This is an optimization exercise on Yosys and OpenROAD, whose aim is small area and a short achievable clock period, not a production implementation. In this exercise RTL edits were held to simulation tests only and were not proved equivalent to the original.

==> flow/design.v (excerpt) <==
module MIPS(
	input clk, clear,
	input [15:0] instr,
	output reg [3:0] PC,
	output [15:0] R1, R2, R3
	);
Size: about 1600 cells after synthesis, ~520 flip-flops, roughly 70 I/O pins, ~23000 sq um of cells after synthesis.
==> module wbbit, before the edit <==
module wbbit(input [15:0] d, input [15:0] s, input xhn, yhn, c, output y);
	wire [5:0] t;
	wire u1, ux, uy, xn, yn;
	mux16t m(.d(d), .s(s), .t(t));
	nand3m v1(t[0], t[1], t[2], u1);
	nand4m v2(t[3], t[4], t[5], xhn, ux);
	nand4m v3(t[3], t[4], t[5], yhn, uy);
	nor2m  w1(u1, ux, xn);
	nor2m  w2(u1, uy, yn);
	mux2im m2(xn, yn, c, y);    
endmodule
==> module MIPS, before the edit <==
module MIPS(
	input clk, clear,
	input [15:0] instr,
	output reg [3:0] PC,
	output [15:0] R1, R2, R3
	);
	wire [3:0] op  = instr[15:12];
	wire [3:0] rs  = instr[11:8];
	wire [3:0] rt  = instr[7:4];
	wire [3:0] rd  = instr[3:0];
	wire [3:0] imm = instr[3:0];
	wire nc = ~clear;
	wire is_and  = (op == 4'd0);
	wire is_or   = (op == 4'd1);
	wire is_add  = (op == 4'd2);
	wire is_addi = (op == 4'd3);
	wire is_sub  = (op == 4'd6);
	wire is_slt  = (op == 4'd7);
	wire is_lw   = (op == 4'd8);
	wire is_sw   = (op == 4'd10);
	wire is_bne  = (op == 4'd14);
	wire is_j    = (op == 4'd15);
	wire rwe = is_and | is_or | is_add | is_addi | is_sub | is_slt | is_lw;
	wire [3:0] waddr = (is_addi | is_lw) ? rt : rd;
	wire sub = op[2];    
	wire [15:0] r [0:15];    
	wire [15:0] m [0:15];    
	wire [15:0] sA, sB, mhit, sM, An, Bn, A, Bx, wd, xh, yh, csel;
	genvar i, b;
	generate
		for (i = 0; i < 16; i = i + 1) begin : dec
			assign sA[i] = (rs == i);
			assign sB[i] = (rt == i);
			wire [3:0] tgt = i - imm;
			assign mhit[i] = (A[3:0] == tgt);
			assign sM[i] = mhit[i] & is_lw & nc;
		end
		for (b = 0; b < 16; b = b + 1) begin : rp
			wire [15:0] rc, mc;
			for (i = 0; i < 16; i = i + 1) begin : w_
				assign rc[i] = r[i][b];
				assign mc[i] = m[i][b];
			end
			mux16oh pa(.d(rc), .s(sA), .yn(An[b]));
			mux16oh pb(.d(rc), .s(sB), .yn(Bn[b]));
			wbbit pm(.d(mc), .s(sM), .xhn(~xh[b]), .yhn(~yh[b]), .c(csel[b]), .y(wd[b]));
		end
	endgenerate
	assign A  = ~An;
	assign Bx = ~Bn;    
	wire [15:0] e0, e1;    
	generate
		for (b = 0; b < 16; b = b + 1) begin : ye
			if (b < 4) begin : lo
				assign e0[b] = is_addi ? ~imm[b] : sub;
				assign e1[b] = is_addi ? ~imm[b] : ~sub;
			end else begin : hi
				assign e0[b] = is_addi | sub;
				assign e1[b] = is_addi | ~sub;
			end
		end
	endgenerate
	wire [15:0] Yn, p, g0, t0;
	wire [15:0] g1n, t1n, g2, t2, g3n, t3n, g4;
	generate
		for (b = 0; b < 16; b = b + 1) begin : l0
			mux2im uy(~e0[b], ~e1[b], Bn[b], Yn[b]);    
			xor2m  up(An[b], Yn[b], p[b]);              
			if (b == 0) begin : c0
				assign g0[0] = (~An[0] & ~Yn[0]) | ((~An[0] | ~Yn[0]) & sub);
				assign t0[0] = 1'b0;
			end else begin : cn
				nor2m  ug(An[b], Yn[b], g0[b]);     
				nand2m ut(An[b], Yn[b], t0[b]);     
			end
		end
		for (b = 0; b < 16; b = b + 1) begin : l1
			if (b >= 1) begin : c
				aoi21m ug(t0[b], g0[b-1], g0[b], g1n[b]);
				if (b >= 2) begin : t
					nand2m ut(t0[b], t0[b-1], t1n[b]);
				end else begin : tz
					assign t1n[b] = 1'b1;
				end
			end else begin : p_
				assign g1n[b] = ~g0[b];
				assign t1n[b] = 1'b1;
			end
		end
		for (b = 0; b < 16; b = b + 1) begin : l2
			if (b >= 2) begin : c
				oai21m ug(t1n[b], g1n[b-2], g1n[b], g2[b]);
				if (b >= 4) begin : t
					nor2m ut(t1n[b], t1n[b-2], t2[b]);
				end else begin : tz
					assign t2[b] = 1'b0;
				end
			end else begin : p_
				assign g2[b] = ~g1n[b];
				assign t2[b] = 1'b0;
			end
		end
		for (b = 0; b < 16; b = b + 1) begin : l3
			if (b >= 4) begin : c
				aoi21m ug(t2[b], g2[b-4], g2[b], g3n[b]);
				if (b >= 8) begin : t
					nand2m ut(t2[b], t2[b-4], t3n[b]);
				end else begin : tz
					assign t3n[b] = 1'b1;
				end
			end else begin : p_
				assign g3n[b] = ~g2[b];
				assign t3n[b] = 1'b1;
			end
		end
		for (b = 0; b < 16; b = b + 1) begin : l4
			if (b >= 8) begin : c
				oai21m ug(t3n[b], g3n[b-8], g3n[b], g4[b]);
			end else begin : p_
				assign g4[b] = ~g3n[b];
			end
		end
	endgenerate
	wire [15:0] c = {g4[14:0], sub};
	wire lt = ~g4[15];    
	wire sel_as  = (is_add | is_addi | is_sub) & nc;
	wire sel_and = is_and & nc;
	wire sel_or  = is_or & nc;
	wire sel_slt = is_slt & nc;
	wire [15:0] lg = ({16{sel_and}} & (A & Bx)) | ({16{sel_or}} & (A | Bx));
	wire arith0 = sel_as & (p[0] ^ sub);
	assign xh = {({15{sel_as}} &  p[15:1]) | lg[15:1], arith0 | lg[0]};
	assign yh = {({15{sel_as}} & ~p[15:1]) | lg[15:1], arith0 | lg[0] | sel_slt};
	assign csel = {c[15:1], lt};
	wire [15:0] dz = Bx & {16{nc}};
	wire [15:0] d1 = Bx | {16{clear}};
	function [15:0] dinit(input integer w);
		case (w)
			0: dinit = 16'h0001;
			1: dinit = 16'h0004;
			2: dinit = 16'h0006;
			3: dinit = 16'h0004;
			4: dinit = 16'h0005;
			5: dinit = 16'h0006;
			default: dinit = 16'h0001;
		endcase
	endfunction
	generate
		for (i = 0; i < 16; i = i + 1) begin : g
			reg [15:0] rr;
			reg [15:0] mm;
			always @(posedge clk)
				if (clear || (rwe && waddr == i))
					rr <= wd;
			always @(posedge clk)
				if (clear || (is_sw && mhit[i]))
					mm <= (dinit(i) & d1) | (~dinit(i) & dz);
			assign r[i] = rr;
			assign m[i] = mm;
		end
	endgenerate
	wire taken = is_j | (is_bne & (An != Bn));
	always @(posedge clk) begin
		if (clear)
			PC <= 4'd0;
		else if (taken)
			PC <= instr[3:0];
		else
			PC <= PC + 4'd1;
	end
	assign R1 = r[1];
	assign R2 = r[2];
	assign R3 = r[3];
endmodule
==> flow/config.mk <==
export PLATFORM = sky130hd
export DESIGN_NAME = MIPS
export DESIGN_NICKNAME = MIPS
export VERILOG_FILES = /design/flow/design.v
export SDC_FILE = /design/flow/constraint.sdc
export NUM_CORES = 4
export LEC_CHECK = 0
export CAP_MARGIN = 20
export CORE_MARGIN = 2
export CORE_UTILIZATION = 65
export CTS_BUF_LIST = sky130_fd_sc_hd__clkbuf_8
export CTS_CLUSTER_DIAMETER = 50
export CTS_CLUSTER_SIZE = 16
export SETUP_SLACK_MARGIN = 4
export SLEW_MARGIN = 20
export SYNTH_HIERARCHICAL = 1
export SYNTH_MINIMUM_KEEP_SIZE = 0
==> flow/constraint.sdc <==
create_clock -name core_clock -period 9.0 [get_ports {clk}]
set_input_delay 1.8000 -clock core_clock [delete_from_list [all_inputs] [get_ports {clk}]]
set_output_delay 1.8000 -clock core_clock [all_outputs]
set_load 0.01 [all_outputs]
standard.sh (not shown) runs the stock make flow with config.mk's settings and CLKGATE_MAP_FILE= SYNTH_SCRIPT=/design/flow/synth_recipe.tcl, a recipe that flattens the netlist after the stock synthesis.
==> flow/flow/run.sh <==
#!/bin/bash
# Layout flow: the standard ORFS flow (standard.sh, unchanged synthesis),
# with the port buffers made from sky130_fd_sc_hd__buf_1 (resized later where timing needs it) instead of the
# buffer ORFS picks by default (a delay cell). Every input and output port
# still gets its own buffer. The whole make output goes to standard_flow.log.
set -euo pipefail
bash standard.sh "BUFFER_PORTS_ARGS=-buffer_cell sky130_fd_sc_hd__buf_1" finish > standard_flow.log 2>&1
Change:
--- a/flow/design.v
+++ b/flow/design.v
@@ -439,12 +439,15 @@
 module nand4m(input a, b, c, d, output y);
 	assign y = ~(a & b & c & d);
 endmodule
 module nor2m(input a, b, output y);
 	assign y = ~(a | b);
 endmodule
+module and2m(input a, b, output y);
+	assign y = a & b;
+endmodule
 module or2m(input a, b, output y);
 	assign y = a | b;
 endmodule
 module xor2m(input a, b, output y);
 	assign y = a ^ b;
 endmodule
@@ -484,22 +487,19 @@
 	wire x0, x1;
 	mux16t m(.d(d), .s(s), .t(t));
 	nand3m v0(t[0], t[1], t[2], x0);
 	nand4m v1(t[3], t[4], t[5], xn, x1);
 	nor2m  w0(x0, x1, yn);
 endmodule
-module wbbit(input [15:0] d, input [15:0] s, input xhn, yhn, c, output y);
+module mux16wb(input [15:0] d, input [15:0] s, input alun, output y);
 	wire [5:0] t;
-	wire u1, ux, uy, xn, yn;
+	wire x0, x1;
 	mux16t m(.d(d), .s(s), .t(t));
-	nand3m v1(t[0], t[1], t[2], u1);
-	nand4m v2(t[3], t[4], t[5], xhn, ux);
-	nand4m v3(t[3], t[4], t[5], yhn, uy);
-	nor2m  w1(u1, ux, xn);
-	nor2m  w2(u1, uy, yn);
-	mux2im m2(xn, yn, c, y);    
+	nand3m v0(t[0], t[1], t[2], x0);
+	nand4m v1(t[3], t[4], t[5], alun, x1);
+	or2m   w0(x0, x1, y);
 endmodule
 module MIPS(
 	input clk, clear,
 	input [15:0] instr,
 	output reg [3:0] PC,
 	output [15:0] R1, R2, R3
@@ -522,31 +522,44 @@
 	wire is_j    = (op == 4'd15);
 	wire rwe = is_and | is_or | is_add | is_addi | is_sub | is_slt | is_lw;
 	wire [3:0] waddr = (is_addi | is_lw) ? rt : rd;
 	wire sub = op[2];    
 	wire [15:0] r [0:15];    
 	wire [15:0] m [0:15];    
-	wire [15:0] sA, sB, mhit, sM, An, Bn, A, Bx, wd, xh, yh, csel;
+	wire [15:0] mhit, An, Bn, A, Bx, wd, alun;
+	wire [15:0] sA [0:1];
+	wire [15:0] sB [0:1];
+	wire [15:0] sM [0:1];
+	wire [3:0] pAl, pAh, pBl, pBh;
+	wire lwnc = is_lw & nc;
 	genvar i, b;
 	generate
+		for (i = 0; i < 4; i = i + 1) begin : pre
+			assign pAl[i] = ~(rs[1:0] == i);
+			assign pAh[i] = ~(rs[3:2] == i);
+			assign pBl[i] = ~(rt[1:0] == i);
+			assign pBh[i] = ~(rt[3:2] == i);
+		end
 		for (i = 0; i < 16; i = i + 1) begin : dec
-			assign sA[i] = (rs == i);
-			assign sB[i] = (rt == i);
+			for (b = 0; b < 2; b = b + 1) begin : cp
+				nor2m ua(pAl[i % 4], pAh[i / 4], sA[b][i]);
+				nor2m ub(pBl[i % 4], pBh[i / 4], sB[b][i]);
+				and2m um(mhit[i], lwnc, sM[b][i]);
+			end
 			wire [3:0] tgt = i - imm;
 			assign mhit[i] = (A[3:0] == tgt);
-			assign sM[i] = mhit[i] & is_lw & nc;
 		end
 		for (b = 0; b < 16; b = b + 1) begin : rp
 			wire [15:0] rc, mc;
 			for (i = 0; i < 16; i = i + 1) begin : w_
 				assign rc[i] = r[i][b];
 				assign mc[i] = m[i][b];
 			end
-			mux16oh pa(.d(rc), .s(sA), .yn(An[b]));
-			mux16oh pb(.d(rc), .s(sB), .yn(Bn[b]));
-			wbbit pm(.d(mc), .s(sM), .xhn(~xh[b]), .yhn(~yh[b]), .c(csel[b]), .y(wd[b]));
+			mux16oh pa(.d(rc), .s(sA[b / 8]), .yn(An[b]));
+			mux16oh pb(.d(rc), .s(sB[b / 8]), .yn(Bn[b]));
+			mux16wb pm(.d(mc), .s(sM[b / 8]), .alun(alun[b]), .y(wd[b]));
 		end
 	endgenerate
 	assign A  = ~An;
 	assign Bx = ~Bn;    
 	wire [15:0] e0, e1;    
 	generate
@@ -625,16 +638,25 @@
 	wire lt = ~g4[15];    
 	wire sel_as  = (is_add | is_addi | is_sub) & nc;
 	wire sel_and = is_and & nc;
 	wire sel_or  = is_or & nc;
 	wire sel_slt = is_slt & nc;
 	wire [15:0] lg = ({16{sel_and}} & (A & Bx)) | ({16{sel_or}} & (A | Bx));
-	wire arith0 = sel_as & (p[0] ^ sub);
-	assign xh = {({15{sel_as}} &  p[15:1]) | lg[15:1], arith0 | lg[0]};
-	assign yh = {({15{sel_as}} & ~p[15:1]) | lg[15:1], arith0 | lg[0] | sel_slt};
-	assign csel = {c[15:1], lt};
+	wire [15:0] xv = ({16{sel_as}} &  p) | lg;    
+	wire [15:0] yv = ({16{sel_as}} & ~p) | lg;    
+	wire alun0;
+	generate
+		for (b = 0; b < 16; b = b + 1) begin : fin
+			if (b == 0) begin : b0
+				mux2im um(xv[b], yv[b], c[b], alun0);
+			end else begin : bn
+				mux2im um(xv[b], yv[b], c[b], alun[b]);
+			end
+		end
+	endgenerate
+	assign alun[0] = alun0 & ~(sel_slt & lt);
 	wire [15:0] dz = Bx & {16{nc}};
 	wire [15:0] d1 = Bx | {16{clear}};
 	function [15:0] dinit(input integer w);
 		case (w)
 			0: dinit = 16'h0001;
 			1: dinit = 16'h0004;
Effect:
- The changed run passed the timing, DRC and antenna checks
- count of clock-buffer cells in the layout climbs by 1
- non-clock buffer count shrinks by 72
- synthesized area goes up by 1.6%
- hold slack gets worse by 0.073 ns
- design area fell by 3.8%
- wire length is lower by 13%

==> afterwards: timing with drivers on the ports <==
No port has a modelled driver above. Below, the same layouts with a new extraction and two added sets of constraints. Step 1, drivers: a clkbuf_16 drives clk and a buf_2 each remaining input, both assumed. Step 2 adds t to the input delays and takes it off the output delays; t is the mean of the earliest and latest rising clock arrival at the registers after step 1. Input paths then give back, and output paths get back, about the clock's delay inside the block. Three values: ideal ports, drivers, drivers and shift; two values: the first two.
| run | shift t [ns] | setup WS [ns] | hold slack, ns | slew at the worst register clock pin (ns) | worst slew at a driven data input, ns |
|---|---|---|---|---|---|
| the first run | 0.700 | 3.951 / 3.980 / 3.280 | 0.608 / 0.608 / 0.608 | 0.11 / 0.11 | 0.08 |
| the second run | 0.688 | 4.077 / 4.104 / 3.416 | 0.535 / 0.535 / 0.535 | 0.10 / 0.10 | 0.05 |
After both steps every run listed still meets setup and hold. For the first run, which loses most, drivers alone change the setup slack by +0.029 ns; drivers and shift together by -0.671 ns.
